Context: an optimization exercise on an open-source flow, tuned for small area and a short achievable clock period. The choices shown serve that exercise and are no tape-out recipe.
Function was checked by simulation only, so behaviour that the tests miss may differ from the original.
Power and IR drop assume default switching activity.

==> sierra <==
==> flow/design.v <==
module fifo #(
    parameter len_data = 32,
    parameter len_fifo = 16,
    localparam bit_len = $clog2(len_fifo)
)(
    input                  clk,
    input                  rst_n,
    input                  i_write,
    input                  i_read,
    input  [len_data-1:0]  i_data,
    output [len_data-1:0]  o_data,
    output                 o_empty, o_full,
    output [bit_len:0]     dbg_counter  
);
    reg [len_data-1:0] mem [1:15];
    reg [len_data-1:0] dout;
    reg [3:0]          wp, rp;       
    reg [bit_len:0]    count;
    reg                empty, full, one;
    reg [15:0]         sel;
    assign o_data      = dout;
    assign o_empty     = empty;
    assign o_full      = full;
    assign dbg_counter = count;
    function [3:0] lfsr_next(input [3:0] s);
        lfsr_next = {s[2:0], s[3] ^ s[2]};
    endfunction
    wire w_acc = i_write & ~full;
    wire r_acc = i_read & ~empty;
    wire mem_we = i_write & ~full & ~empty;
    wire rp_adv = r_acc & (~one | i_write);
    reg [bit_len:0] count_n;
    reg empty_n, full_n, one_n;
    always @* begin
        count_n = count; empty_n = empty; full_n = full; one_n = one;
        if (w_acc & ~r_acc) begin
            count_n = count + 1'b1;
            empty_n = 1'b0;
            full_n  = (count == len_fifo - 1);
            one_n   = empty;
        end else if (r_acc & ~w_acc) begin
            count_n = count - 1'b1;
            empty_n = one;
            full_n  = 1'b0;
            one_n   = (count == 2);
        end
    end
    wire [3:0] rp_n = rp_adv ? lfsr_next(rp) : rp;
    wire       in_n = empty_n | one_n;
    reg [15:0] sel_n;
    integer k;
    always @* begin
        sel_n[0] = in_n;
        for (k = 1; k < 16; k = k + 1)
            sel_n[k] = ~in_n & (rp_n == k);
    end
    reg [len_data-1:0] nxt;
    always @* begin
        nxt = i_data & {len_data{sel[0]}};
        for (k = 1; k < 16; k = k + 1)
            nxt = nxt | (mem[k] & {len_data{sel[k]}});
    end
    always @(posedge clk) begin
        if (mem_we)
            mem[wp] <= i_data;
        if (empty | i_read)
            dout <= nxt;
    end
    always @(posedge clk or negedge rst_n) begin
        if (!rst_n) begin
            wp    <= 4'd1;
            rp    <= 4'd1;
            count <= 0;
            empty <= 1'b1;
            full  <= 1'b0;
            one   <= 1'b0;
            sel   <= 16'd1;
        end else begin
            if (mem_we)
                wp <= lfsr_next(wp);
            rp    <= rp_n;
            count <= count_n;
            empty <= empty_n;
            full  <= full_n;
            one   <= one_n;
            sel   <= sel_n;
        end
    end
endmodule
==> flow/flow/run.sh <==
#!/bin/bash
# The standard layout (standard.sh: the standard flow's synthesis, floorplan, place, CTS,
# route, finish), with one change: the port buffers that global placement
# inserts are plain buf_2 cells instead of the delay cells buffer_ports picks
# by default, and the resizer may change a cell for any of the same
# function (MATCH_CELL_FOOTPRINT=0). The whole make output is kept in flow_make.log.
set -euo pipefail
export BUFFER_PORTS_ARGS="-buffer_cell sky130_fd_sc_hd__buf_2"
bash standard.sh MATCH_CELL_FOOTPRINT=0 finish > flow_make.log 2>&1
==> flow/standard.sh <==
#!/bin/bash
# synth_recipe.tcl (not shown) runs the flow's synth.tcl, then flattens the netlist and writes it again
# the make line also repeats each setting of config.mk as NAME=value (left out here)
make -C /OpenROAD-flow-scripts/flow DESIGN_CONFIG=/design/flow/config.mk WORK_HOME=/design/flow/orfs CLKGATE_MAP_FILE= SYNTH_SCRIPT=/design/flow/synth_recipe.tcl "${@:-finish}"
==> flow/config.mk <==
export PLATFORM = sky130hd
export DESIGN_NAME = fifo
export DESIGN_NICKNAME = fifo
export VERILOG_FILES = /design/flow/design.v
export SDC_FILE = /design/flow/constraint.sdc
export NUM_CORES = 4
export LEC_CHECK = 0
export CAP_MARGIN = 20
export CORE_MARGIN = 2
export CORE_UTILIZATION = 45
export CTS_CLUSTER_DIAMETER = 120
export CTS_CLUSTER_SIZE = 30
export SETUP_SLACK_MARGIN = 2.3
export SLEW_MARGIN = 20
==> flow/constraint.sdc <==
create_clock -name core_clock -period 4.5 [get_ports {clk}]
set_input_delay 0.9000 -clock core_clock [delete_from_list [all_inputs] [get_ports {clk}]]
set_output_delay 0.9000 -clock core_clock [all_outputs]
set_load 0.01 [all_outputs]
==> inputs of maple, as changes to sierra <==
==> flow/design.v, changed modules only <==
module fifo #(
    parameter len_data = 32,
    parameter len_fifo = 16,
    localparam bit_len = $clog2(len_fifo)
)(
    input                  clk,
    input                  rst_n,
    input                  i_write,
    input                  i_read,
    input  [len_data-1:0]  i_data,
    output [len_data-1:0]  o_data,
    output                 o_empty, o_full,
    output [bit_len:0]     dbg_counter  
);
    reg [len_data-1:0] sr [1:15];
    reg [len_data-1:0] dout;
    reg [15:0]         sel;
    reg [bit_len:0]    count;
    reg                ne;              
    wire full   = sel[15];             
    wire in_now = sel[0];              
    assign o_data      = dout;
    assign o_empty     = ~ne;
    assign o_full      = full;
    assign dbg_counter = count;
    wire [bit_len:0] cnt_up = count + 1'b1;
    wire [bit_len:0] cnt_dn = count - 1'b1;
    wire [15:0] sel_up = {sel[14:0], 1'b0};
    wire [15:0] sel_dn = {1'b0, sel[15:1]};
    reg [bit_len:0] count_n;
    reg ne_n;
    reg [15:0] sel_n;
    always @* begin
        case ({i_read, i_write})
        2'b00: begin
            count_n = count;
            ne_n    = ne;
            sel_n   = sel;
        end
        2'b01: begin
            count_n = full ? count : cnt_up;
            ne_n    = 1'b1;
            sel_n   = (~ne | full) ? sel : sel_up;
        end
        2'b10: begin
            count_n = ne ? cnt_dn : count;
            ne_n    = ne & ~(in_now);
            sel_n   = in_now ? sel : sel_dn;
        end
        default: begin
            count_n = ~ne ? cnt_up : full ? cnt_dn : count;
            ne_n    = 1'b1;
            sel_n   = full ? sel_dn : sel;
        end
        endcase
    end
    reg [len_data-1:0] nxt;
    integer k;
    always @* begin
        nxt = i_data & {len_data{sel[0]}};
        for (k = 1; k < 16; k = k + 1)
            nxt = nxt | (sr[k] & {len_data{sel[k]}});
    end
    always @(posedge clk) begin
        if (i_write & ~full) begin
            sr[1] <= i_data;
            for (k = 2; k < 16; k = k + 1)
                sr[k] <= sr[k-1];
        end
        if (~ne | i_read)
            dout <= nxt;
    end
    always @(posedge clk or negedge rst_n) begin
        if (!rst_n) begin
            sel   <= 16'd1;
            count <= 0;
            ne    <= 1'b0;
        end else begin
            sel   <= sel_n;
            count <= count_n;
            ne    <= ne_n;
        end
    end
endmodule
SETUP_SLACK_MARGIN = 2.45   (was 2.3)
==> inputs of yarrow, as changes to sierra <==
==> flow/design.v, changed modules only <==
module fifo #(
    parameter len_data = 32,
    parameter len_fifo = 16,
    localparam bit_len = $clog2(len_fifo)
)(
    input                  clk,
    input                  rst_n,
    input                  i_write,
    input                  i_read,   
    input  [len_data-1:0]  i_data,
    output [len_data-1:0]  o_data,
    output                 o_empty, o_full,
    output [bit_len:0]     dbg_counter  
);
    reg [len_data-1:0] fifo_mem [0:len_fifo-1];
    reg [$clog2(len_fifo):0] wr_ptr, rd_ptr, count;
    assign o_data  = (count > 0) ? fifo_mem[rd_ptr] : {len_data{1'bx}};
    assign o_empty = (count == 0);
    assign o_full  = (count >= len_fifo);
    assign dbg_counter = count;
    always @(posedge clk or negedge rst_n) begin
        if (!rst_n) begin
            wr_ptr <= 0;
            rd_ptr <= 0;
            count  <= 0;
        end else begin
            if (i_write && !o_full) begin
                fifo_mem[wr_ptr] <= i_data;
                if (wr_ptr == len_fifo - 1)
                    wr_ptr <= 0;
                else
                    wr_ptr <= wr_ptr + 1;
                count  <= count + 1;
            end
            if (i_read && !o_empty) begin
                if (rd_ptr == len_fifo - 1)
                    rd_ptr <= 0;
                else
                    rd_ptr <= rd_ptr + 1;
                count  <= count - 1;
            end
            if (i_write && !o_full && i_read && !o_empty)
                count  <= count;
        end
    end
endmodule
==> flow/run.sh (new file) <==
#!/bin/bash
# synth_recipe.tcl (not shown) runs the flow's synth.tcl, then flattens the netlist and writes it again
# the make line also repeats each setting of config.mk as NAME=value (left out here)
make -C /OpenROAD-flow-scripts/flow DESIGN_CONFIG=/design/flow/config.mk WORK_HOME=/design/flow/orfs CLKGATE_MAP_FILE= SYNTH_SCRIPT=/design/flow/synth_recipe.tcl finish
CTS_CLUSTER_DIAMETER = unset   (was 120)
CTS_CLUSTER_SIZE = unset   (was 30)
SETUP_SLACK_MARGIN = unset   (was 2.3)
removed: flow/flow/run.sh
removed: flow/standard.sh
==> qor summary <==
Result of the run: sierra no timing/DRC/antenna violations; yarrow no timing/DRC/antenna violations; maple no timing/DRC/antenna violations
Launch point of the critical path: sierra empty$_DFF_PN1_; yarrow rd_ptr[2]$_DFFE_PN0P_; maple dout[3]$_DFFE_PP_
Clock buffers and inverters, area share: sierra 2.92%; yarrow 6.95%; maple 2.80%
Per-cell via count in the routed design: sierra 6.29; yarrow 5.90; maple 6.45
Total detailed-routing wirelength: sierra 50100 µm; yarrow 48300 µm; maple 45100 µm
Row Count: sierra 76; yarrow 77; maple 76
Distinct cell type count after synthesis: sierra 51; yarrow 51; maple 44
Number of standard cells in the layout, taps in and fillers out: sierra 1700; yarrow 1883; maple 1639
Met3 global-route usage: sierra 3.12%; yarrow 3.52%; maple 2.55%
Power Clock: sierra 2.45 mW; yarrow 4.19 mW; maple 2.34 mW
Multi-In Gates: sierra 432; yarrow 528; maple 397
Via count of the first global-routing pass: sierra 10400; yarrow 11100; maple 10100
Vertical die dimension: sierra 214 µm; yarrow 216 µm; maple 212 µm

re-timing with driven ports:
No port has a modelled driver above. Below, the same layouts with a new extraction and two added sets of constraints.
Step 1 assumes that a clkbuf_16 drives the clock port and a buf_2 every other input.
Step 2, shift: input delay + t, output delay - t, t = (earliest + latest rising clock arrival at the registers) / 2. This alone moves slack from input paths to output paths.
Three values: ideal, step 1, step 2; two values: the first two.
run	t, ns	setup slack, ns	worst setup path at the end
sierra	0.611	2.291 / 2.237 / 1.856	input to register
maple	0.614	2.419 / 2.365 / 1.927	input to register
yarrow	0.639	0.121 / 0.070 / 0.709	register to output
After both steps setup and hold are still met in every run listed. For maple, which loses most, drivers alone change the setup slack by -0.054 ns; drivers and shift together by -0.492 ns.
